Background: an optimization exercise with open tools, aiming at small area. Do not read the settings as production practice.
The RTL was checked by simulation tests, not by an equivalence proof against the original design.
Power is estimated from default activity; no workload was simulated.

<file path="flow/config.mk">
export PLATFORM = sky130hd
export DESIGN_NAME = sent_rx
export DESIGN_NICKNAME = sent_rx
export VERILOG_FILES = /design/flow/design.v
export SDC_FILE = /design/flow/constraint.sdc
export NUM_CORES = 4
export LEC_CHECK = 0
export CAP_MARGIN = 20
export CORE_MARGIN = 2
export CORE_UTILIZATION = 40
export SLEW_MARGIN = 20
</file>
<file path="flow/constraint.sdc">
create_clock -name core_clock -period 40.0 [get_ports {clk}]
set_input_delay 8.0000 -clock core_clock [delete_from_list [all_inputs] [get_ports {clk}]]
set_output_delay 8.0000 -clock core_clock [all_outputs]
set_load 0.01 [all_outputs]
</file>
<file path="flow/design.v">
module sent_rx_crc_check(
	input [31:0] frame_buffer,       
	input [3:0] frame_count,         
	input [15:0] data_short_to_check_crc,
	input [29:0] data_enhanced_to_check_crc,
	output reg valid_data_fast,
	output reg valid_data_serial,
	output reg valid_data_enhanced
	);
	reg [35:0] temp_fast;
	reg [19:0] temp_data_serial;
	reg [35:0] temp_data_enhanced;
	reg [31:0] fast_bits;
	integer p;
	localparam [4:0] poly4 = 5'b11101;
	localparam [6:0] poly6 = 7'b1011001;
	always @(*) begin
		fast_bits = frame_buffer << ((4'd8 - (frame_count - 4'd1)) * 4);
		temp_fast = {4'b0101, fast_bits};
		for (p = 35; p > 3; p = p - 1) begin
			if (temp_fast[p] == 1'b1 && (p > 35 - 4 * (frame_count - 1))) begin
				temp_fast[p-0] = temp_fast[p-0] ^ 1'b1;
				temp_fast[p-1] = temp_fast[p-1] ^ poly4[3];
				temp_fast[p-2] = temp_fast[p-2] ^ poly4[2];
				temp_fast[p-3] = temp_fast[p-3] ^ poly4[1];
				temp_fast[p-4] = temp_fast[p-4] ^ poly4[0];
			end
		end
		valid_data_fast = (temp_fast[35 - 4 * (frame_count - 1) -: 4] == 4'b0000);
		temp_data_serial = {4'b0101, data_short_to_check_crc};
		for (p = 19; p > 3; p = p - 1) begin
			if (temp_data_serial[p] == 1'b1) begin
				temp_data_serial[p-0] = temp_data_serial[p-0] ^ 1'b1;
				temp_data_serial[p-1] = temp_data_serial[p-1] ^ poly4[3];
				temp_data_serial[p-2] = temp_data_serial[p-2] ^ poly4[2];
				temp_data_serial[p-3] = temp_data_serial[p-3] ^ poly4[1];
				temp_data_serial[p-4] = temp_data_serial[p-4] ^ poly4[0];
			end
		end
		valid_data_serial = (temp_data_serial[3:0] == 4'b0000);
		temp_data_enhanced = {6'b010101, data_enhanced_to_check_crc};
		for (p = 35; p > 5; p = p - 1) begin
			if (temp_data_enhanced[p] == 1'b1) begin
				temp_data_enhanced[p-0] = temp_data_enhanced[p-0] ^ 1'b1;
				temp_data_enhanced[p-1] = temp_data_enhanced[p-1] ^ poly6[5];
				temp_data_enhanced[p-2] = temp_data_enhanced[p-2] ^ poly6[4];
				temp_data_enhanced[p-3] = temp_data_enhanced[p-3] ^ poly6[3];
				temp_data_enhanced[p-4] = temp_data_enhanced[p-4] ^ poly6[2];
				temp_data_enhanced[p-5] = temp_data_enhanced[p-5] ^ poly6[1];
				temp_data_enhanced[p-6] = temp_data_enhanced[p-6] ^ poly6[0];
			end
		end
		valid_data_enhanced = (temp_data_enhanced[5:0] == 6'b000000);
	end
endmodule
module sent_rx_pulse_check (
	input clk,
	input reset,
	input data_pulse,
	output reg locked,
	output reg [7:0] tick_len,
	output reg [31:0] frame_buffer,
	output reg [3:0] frame_count,
	output reg frame_end
	);
	localparam WAIT_EDGE = 0;
	localparam CALIBRATE = 1;
	localparam RUN = 2;
	reg [1:0] state;
	reg a;
	reg [15:0] counter2;
	reg collecting;
	reg [15:0] ticks_now;
	reg [15:0] tick_calc;
	wire fall = a & ~data_pulse;
	always @(*) begin
		tick_calc = counter2 / 56;
		if (tick_len != 0) ticks_now = counter2 / tick_len;
		else ticks_now = 16'hffff;
	end
	always @(posedge clk or posedge reset) begin
		if(reset) begin
			state <= WAIT_EDGE;
			a <= 1;
			counter2 <= 0;
			locked <= 0;
			tick_len <= 0;
			collecting <= 0;
			frame_buffer <= 0;
			frame_count <= 0;
			frame_end <= 0;
		end
		else begin
			a <= data_pulse;
			frame_end <= 0;
			if (fall) counter2 <= 1;
			else if (counter2 != 16'hffff) counter2 <= counter2 + 1;
			case(state)
				WAIT_EDGE: begin
					if (fall) state <= CALIBRATE;
				end
				CALIBRATE: begin
					if (fall && tick_calc != 0) begin
						state <= RUN;
						locked <= 1;
						if (tick_calc > 255) tick_len <= 8'd255;
						else tick_len <= tick_calc[7:0];
						collecting <= 1;
						frame_count <= 0;
					end
				end
				RUN: begin
					if (collecting && ticks_now == 28) begin
						collecting <= 0;
						if (frame_count >= 3) frame_end <= 1;
					end
					if (fall) begin
						if (ticks_now == 56) begin
							collecting <= 1;
							frame_count <= 0;
						end
						else if (ticks_now >= 12 && ticks_now <= 27) begin
							if (collecting) begin
								if (frame_count == 8) begin
									collecting <= 0;
								end
								else begin
									frame_buffer <= {frame_buffer[27:0], ticks_now[3:0] - 4'd12};
									frame_count <= frame_count + 1;
								end
							end
						end
						else collecting <= 0;
					end
				end
				default: state <= WAIT_EDGE;
			endcase
		end
	end
endmodule
module sent_rx_control(
	input clk,
	input reset,
	input frame_end,
	input [31:0] frame_buffer,
	input [3:0] frame_count,
	input valid_data_fast,
	input valid_data_serial,
	input valid_data_enhanced,
	output reg [15:0] data_short_to_check_crc,
	output reg [29:0] data_enhanced_to_check_crc,
	output reg frame_valid,
	output reg frame_crc_ok,
	output reg [3:0] frame_status,
	output reg [23:0] frame_data,
	output reg [2:0] frame_nibbles,
	output reg serial_valid,
	output reg serial_enhanced,
	output reg serial_config,
	output reg [7:0] serial_id,
	output reg [15:0] serial_data
	);
	reg [17:0] bit3;
	reg [17:0] bit2;
	reg [4:0] count_frame;
	reg [17:0] bit3_next;
	reg [17:0] bit2_next;
	reg [3:0] status_now;
	reg [23:0] data_now;
	reg [31:0] shifted;
	always @(*) begin
		shifted = frame_buffer << ((4'd8 - frame_count) * 4);
		status_now = shifted[31:28];
		data_now = shifted[27:4] & ~(24'hffffff >> ((frame_count - 4'd2) * 4));
		bit3_next = {bit3[16:0], status_now[3]};
		bit2_next = {bit2[16:0], status_now[2]};
		data_short_to_check_crc = bit2_next[15:0];
		data_enhanced_to_check_crc = {bit2_next[11], bit3_next[11],
					bit2_next[10], bit3_next[10],
					bit2_next[9], bit3_next[9],
					bit2_next[8], bit3_next[8],
					bit2_next[7], bit3_next[7],
					bit2_next[6], bit3_next[6],
					bit2_next[5], bit3_next[5],
					bit2_next[4], bit3_next[4],
					bit2_next[3], bit3_next[3],
					bit2_next[2], bit3_next[2],
					bit2_next[1], bit3_next[1],
					bit2_next[0], bit3_next[0],
					bit2_next[17:12]};
	end
	always @(posedge clk or posedge reset) begin
		if(reset) begin
			bit3 <= 0;
			bit2 <= 0;
			count_frame <= 0;
			frame_valid <= 0;
			frame_crc_ok <= 0;
			frame_status <= 0;
			frame_data <= 0;
			frame_nibbles <= 0;
			serial_valid <= 0;
			serial_enhanced <= 0;
			serial_config <= 0;
			serial_id <= 0;
			serial_data <= 0;
		end
		else begin
			frame_valid <= 0;
			serial_valid <= 0;
			if (frame_end) begin
				frame_valid <= 1;
				frame_crc_ok <= valid_data_fast;
				frame_status <= status_now;
				frame_data <= data_now;
				frame_nibbles <= frame_count - 4'd2;
				if (!valid_data_fast) begin
					count_frame <= 0;
				end
				else begin
					bit3 <= bit3_next;
					bit2 <= bit2_next;
					if (count_frame != 18) count_frame <= count_frame + 1;
					if (count_frame >= 15 && bit3_next[15:0] == 16'h8000 && valid_data_serial) begin
						serial_valid <= 1;
						serial_enhanced <= 0;
						serial_config <= 0;
						serial_id <= {4'b0, bit2_next[15:12]};
						serial_data <= {8'b0, bit2_next[11:4]};
						count_frame <= 0;
					end
					else if (count_frame >= 17 && bit3_next[17:11] == 7'b1111110 && !bit3_next[5] && !bit3_next[0]
						&& valid_data_enhanced) begin
						serial_valid <= 1;
						serial_enhanced <= 1;
						serial_config <= bit3_next[10];
						if (!bit3_next[10]) begin
							serial_id <= {bit3_next[9:6], bit3_next[4:1]};
							serial_data <= {4'b0, bit2_next[11:0]};
						end
						else begin
							serial_id <= {4'b0, bit3_next[9:6]};
							serial_data <= {bit3_next[4:1], bit2_next[11:0]};
						end
						count_frame <= 0;
					end
				end
			end
		end
	end
endmodule
module sent_rx(
	input clk,
	input reset,
	input data_pulse,
	output locked,
	output [7:0] tick_len,
	output frame_valid,
	output frame_crc_ok,
	output [3:0] frame_status,
	output [23:0] frame_data,
	output [2:0] frame_nibbles,
	output serial_valid,
	output serial_enhanced,
	output serial_config,
	output [7:0] serial_id,
	output [15:0] serial_data
	);
	wire [31:0] frame_buffer;
	wire [3:0] frame_count;
	wire frame_end;
	wire valid_data_fast;
	wire valid_data_serial;
	wire valid_data_enhanced;
	wire [15:0] data_short_to_check_crc;
	wire [29:0] data_enhanced_to_check_crc;
	sent_rx_pulse_check sent_rx_pulse_check(
		.clk(clk),
		.reset(reset),
		.data_pulse(data_pulse),
		.locked(locked),
		.tick_len(tick_len),
		.frame_buffer(frame_buffer),
		.frame_count(frame_count),
		.frame_end(frame_end)
	);
	sent_rx_crc_check sent_rx_crc_check(
		.frame_buffer(frame_buffer),
		.frame_count(frame_count),
		.data_short_to_check_crc(data_short_to_check_crc),
		.data_enhanced_to_check_crc(data_enhanced_to_check_crc),
		.valid_data_fast(valid_data_fast),
		.valid_data_serial(valid_data_serial),
		.valid_data_enhanced(valid_data_enhanced)
	);
	sent_rx_control sent_rx_control(
		.clk(clk),
		.reset(reset),
		.frame_end(frame_end),
		.frame_buffer(frame_buffer),
		.frame_count(frame_count),
		.valid_data_fast(valid_data_fast),
		.valid_data_serial(valid_data_serial),
		.valid_data_enhanced(valid_data_enhanced),
		.data_short_to_check_crc(data_short_to_check_crc),
		.data_enhanced_to_check_crc(data_enhanced_to_check_crc),
		.frame_valid(frame_valid),
		.frame_crc_ok(frame_crc_ok),
		.frame_status(frame_status),
		.frame_data(frame_data),
		.frame_nibbles(frame_nibbles),
		.serial_valid(serial_valid),
		.serial_enhanced(serial_enhanced),
		.serial_config(serial_config),
		.serial_id(serial_id),
		.serial_data(serial_data)
	);
endmodule
</file>
<file path="flow/run.sh">
#!/bin/bash
# synth_recipe.tcl (not shown) runs the flow's synth.tcl, then flattens the netlist and writes it again
# the make line also repeats each setting of config.mk as NAME=value (left out here)
make -C /OpenROAD-flow-scripts/flow DESIGN_CONFIG=/design/flow/config.mk WORK_HOME=/design/flow/orfs CLKGATE_MAP_FILE= SYNTH_SCRIPT=/design/flow/synth_recipe.tcl finish
</file>
==> summary.txt <==
-- metrics by stage --
stage | setup slack, ns | power (W)
after global placement | 5.10 | 0.00145
after CTS | 3.53 | 0.00166
after detailed placement | 3.61 | 0.00148
after global routing | 0.320 | 0.00182
final | 3.49 | 0.00168
after floorplan | 7.14 | 0.00120
-- final timing paths --
kind / slack [ns] / end / start
hold / removal: 0.49 / sent_rx_control.frame_data[20] / sent_rx_control.frame_data[20]
max in group asynchronous: 30.83 / sent_rx_control.frame_data[19] / reset
hold reg to reg: 0.49 / sent_rx_control.frame_data[20] / sent_rx_control.frame_data[20]
min in group asynchronous: 8.03 / sent_rx_pulse_check.counter2[11] / reset
setup / recovery: 3.49 / sent_rx_pulse_check.frame_buffer[7] / sent_rx_pulse_check.tick_len[7]
setup reg to reg: 3.49 / sent_rx_pulse_check.frame_buffer[7] / sent_rx_pulse_check.tick_len[7]
-- logic make-up (layout without fill, tap and decap cells) --
kind of cell	after synthesis	after routing	share of synthesized area
AND/OR/NAND/NOR	718	718	0.194
XOR/XNOR	195	195	0.105
adder cells (fa/ha/maj)	129	129	0.0862
AO/OA/AOI/OAI	557	557	0.207
buffers and inverters	208	200	0.0462
multiplexers	212	212	0.141
flip-flops	165	165	0.221
-- sequential cells by signal, indices dropped and copies added, names as in the netlist, 3 cells and up --
register	count
sent_rx_pulse_check.frame_buffer	32
sent_rx_control.frame_data	24
sent_rx_control.bit2	17
sent_rx_control.bit3	17
sent_rx_control.serial_data	16
sent_rx_pulse_check.counter2	16
sent_rx_control.serial_id	8
sent_rx_pulse_check.tick_len	8
sent_rx_control.count_frame	5
sent_rx_control.frame_status	4
sent_rx_pulse_check.frame_count	4
sent_rx_control.frame_nibbles	3
-- power by group --
group          total [W]  internal (W)  switching (W)
logic            0.00130      0.000503       0.000800
registers       0.000203      0.000177      0.0000264
clock network   0.000172     0.0000953      0.0000772
-- routing by layer --
metal / vias up / GRT usage / routed length, um
li1: 8033 / - / -
met1: 8137 / 0.307 / 25000
met2: 568 / 0.366 / 25200
met3: 95 / 0.0269 / 2900
met4: 0 / 0.0689 / 1490
met5: - / 0 / 0
-- layout make-up --
cell class / count / area (um^2) / share of cell area
flip-flops and latches: 165 / 4130 / 0.203
well taps: 607 / 759 / 0.0373
inverters: 75 / 287 / 0.0141
clock inverters: 15 / 191 / 0.00940
clock buffers: 17 / 425 / 0.0209
multi-input cells: 1811 / 13700 / 0.672
repair buffers: 93 / 876 / 0.0430
-- layout by cell type, fill, tap and decap left out, types with 29 or more instances in the layout --
| cell | instances |
|---|---|
| xor2_1 | 49 |
| nand2b_1 | 29 |
| o21ai_0 | 113 |
| nand2_1 | 163 |
| nor3_1 | 110 |
| nand3_1 | 52 |
| ha_1 | 126 |
| nor2_1 | 182 |
| dfrtp_1 | 163 |
| mux2_2 | 72 |
| o21a_1 | 71 |
| inv_1 | 70 |
| a21oi_1 | 101 |
| xnor2_1 | 125 |
| clkdlybuf4s50_1 | 71 |
| mux2i_1 | 70 |
-- synth_stat cells, drive strengths merged, types with 7 or more instances --
cell and count:
nor2 187, dfrtp 164, nand2 164, xnor2 130
ha 127, o21ai 123, mux2 121, nor3 114
a21oi 104, clkbuf 100, inv 72, mux2i 72
o21a 71, nand3 52, xor2 50, buf 33
nand2b 29, o211ai 28, o31ai 28, nand4 26
a31oi 25, a211oi 24, or3 22, and3 21
o2bb2ai 21, mux4 19, nor2b 19, a21o 18
nor4 18, or2 13, xnor3 13, and2 11
a22o 10, a22oi 10, nand3b 8, o32ai 7
-- repair_timing --
item	4_1_cts	5_1_grt
endpoints found under the setup margin	0	4
hold endpoints to repair	0	0
hold buffers	0	0
gates resized for setup	0	1
==> out/metrics.cfg <==
[power_and_ir_drop]
ir_drop_v=0.0000826
p_leak_nw=8.54
power_density_nw_per_um2=82.4

[logic_synthesis]
synthCells=2184
synth.distinct_cells=119
yosys-top-cells-area=dfrtp_1 (22%), ha_1 (8.5%), xnor2_1 (5.9%)
synth_top_area_share=0.220
ys.flop_type=dfrtp_1
synth_fp_nets=2314
yosys.area.top_type=dfrtp_1
synth_edf_count=0
async_reset_ff_frac=1.00
syn_avg_cell_area_um2=8.55
synth_seq_area_share=0.221
synth_area_um2=18700
ys_warn_count=3
synth-seq-cells=165

[sta]
skew_ns=0.0127
hold_slack_ns=0.493
worst_pin_slew_ns=1.08
setup_tns_ns=0
setup_viol=0
rsz0062_at_grt=false
hold_violations=0
drv_slew=0
fmax_ghz=0.0274
timing.final.crit_period_ns=36.51
period_share=0.913
slew_headroom=0.261

[clock_tree]
cts_buffers=17
cts.clk_slew.worst_paths_ns=0.07
cts-htree-levels=4
worstSkewPairLatency_ns=0.44
cts_sinks=165
cts_root_buf=clkbuf_16
clockBufferDepth=2
postCtsSetupBuffers=0
cts_tree=yes

[die]
row_count=79
fp.dieArea_um2=48400
start_util=0.403
die_h_um=220
ioPinCount=72
die_width_um=220
core-area_um2=46400

[global_route]
grt_pass1_vias=15952
grt_use_total=0.224
grt_max_degree=73
grt_pass1_wl_um=87000
antenna_found_initial=0
gr-total-overflow=0

[setup_path]
crit_type=flip-flop to flip-flop
startpoint_type=flip-flop
endpoint_kind=flip-flop
cp_slowest_cell=a21oi_1
path_delay_family=compound AO/OA/AOI/OAI gates
reg2reg_depth=163
cp.depth=163
cp_data_required_time_ns=40.32
worstPathMaxFanout=24
slowest_delay_ns=0.79
cp.arrival_ns=36.84
crit_buf_inv=4
path_common_cell=o21a_1

[route]
post_drt_via_cell_ratio=6.05
wl_per_cell_um=19.6
drc=0
dr.pass1.iters=6
drt_iter0_markers=1730
antenna_left=0
vias=16833
routed_wl_um=54600

[cells_and_area]
final_nets=2293
finalInstanceArea_um2=20400
fin_util=0.439
antenna_cells=0
num-fill-cells=4521
fin_cells=2783
drive_gt1_frac=0.108
area_growth_pct=9.08

[placement]
dp_hpwl_um=40900
placed_area_um2=19700
placed_cells=2751
gp_congestion=0.950
io_buffers=71

[job]
maxCapViolCount=0

[min_path]
whs_path_depth=1
hold_class=flip-flop to flip-flop

[run_status]
status=complete, no violations

re-timing with driven ports:
The flow's constraints put no driver on any port. The routed layout listed below was extracted and timed again, unchanged, in two steps.
Step 1 sets driving cells, clkbuf_16 on the clock port and buf_2 on the other inputs (assumed; they add their load-dependent delay and slew).
Step 2 moves the port delays by t, midway between the first and last clock arrival at a register: inputs arrive t later, outputs are due t later. That takes back most of the time a late clock gives input paths.
a / b / c = ideal ports / drivers / drivers and shift; a / b = the first two.
t (ns): 0.482
slack for setup (ns): 3.487 / 3.487 / 3.487
clock arrival spread, ns: 0.013 / 0.013
After both steps this run still meets setup and hold. For this run, drivers alone change the setup slack by 0.000 ns; drivers and shift together by 0.000 ns.
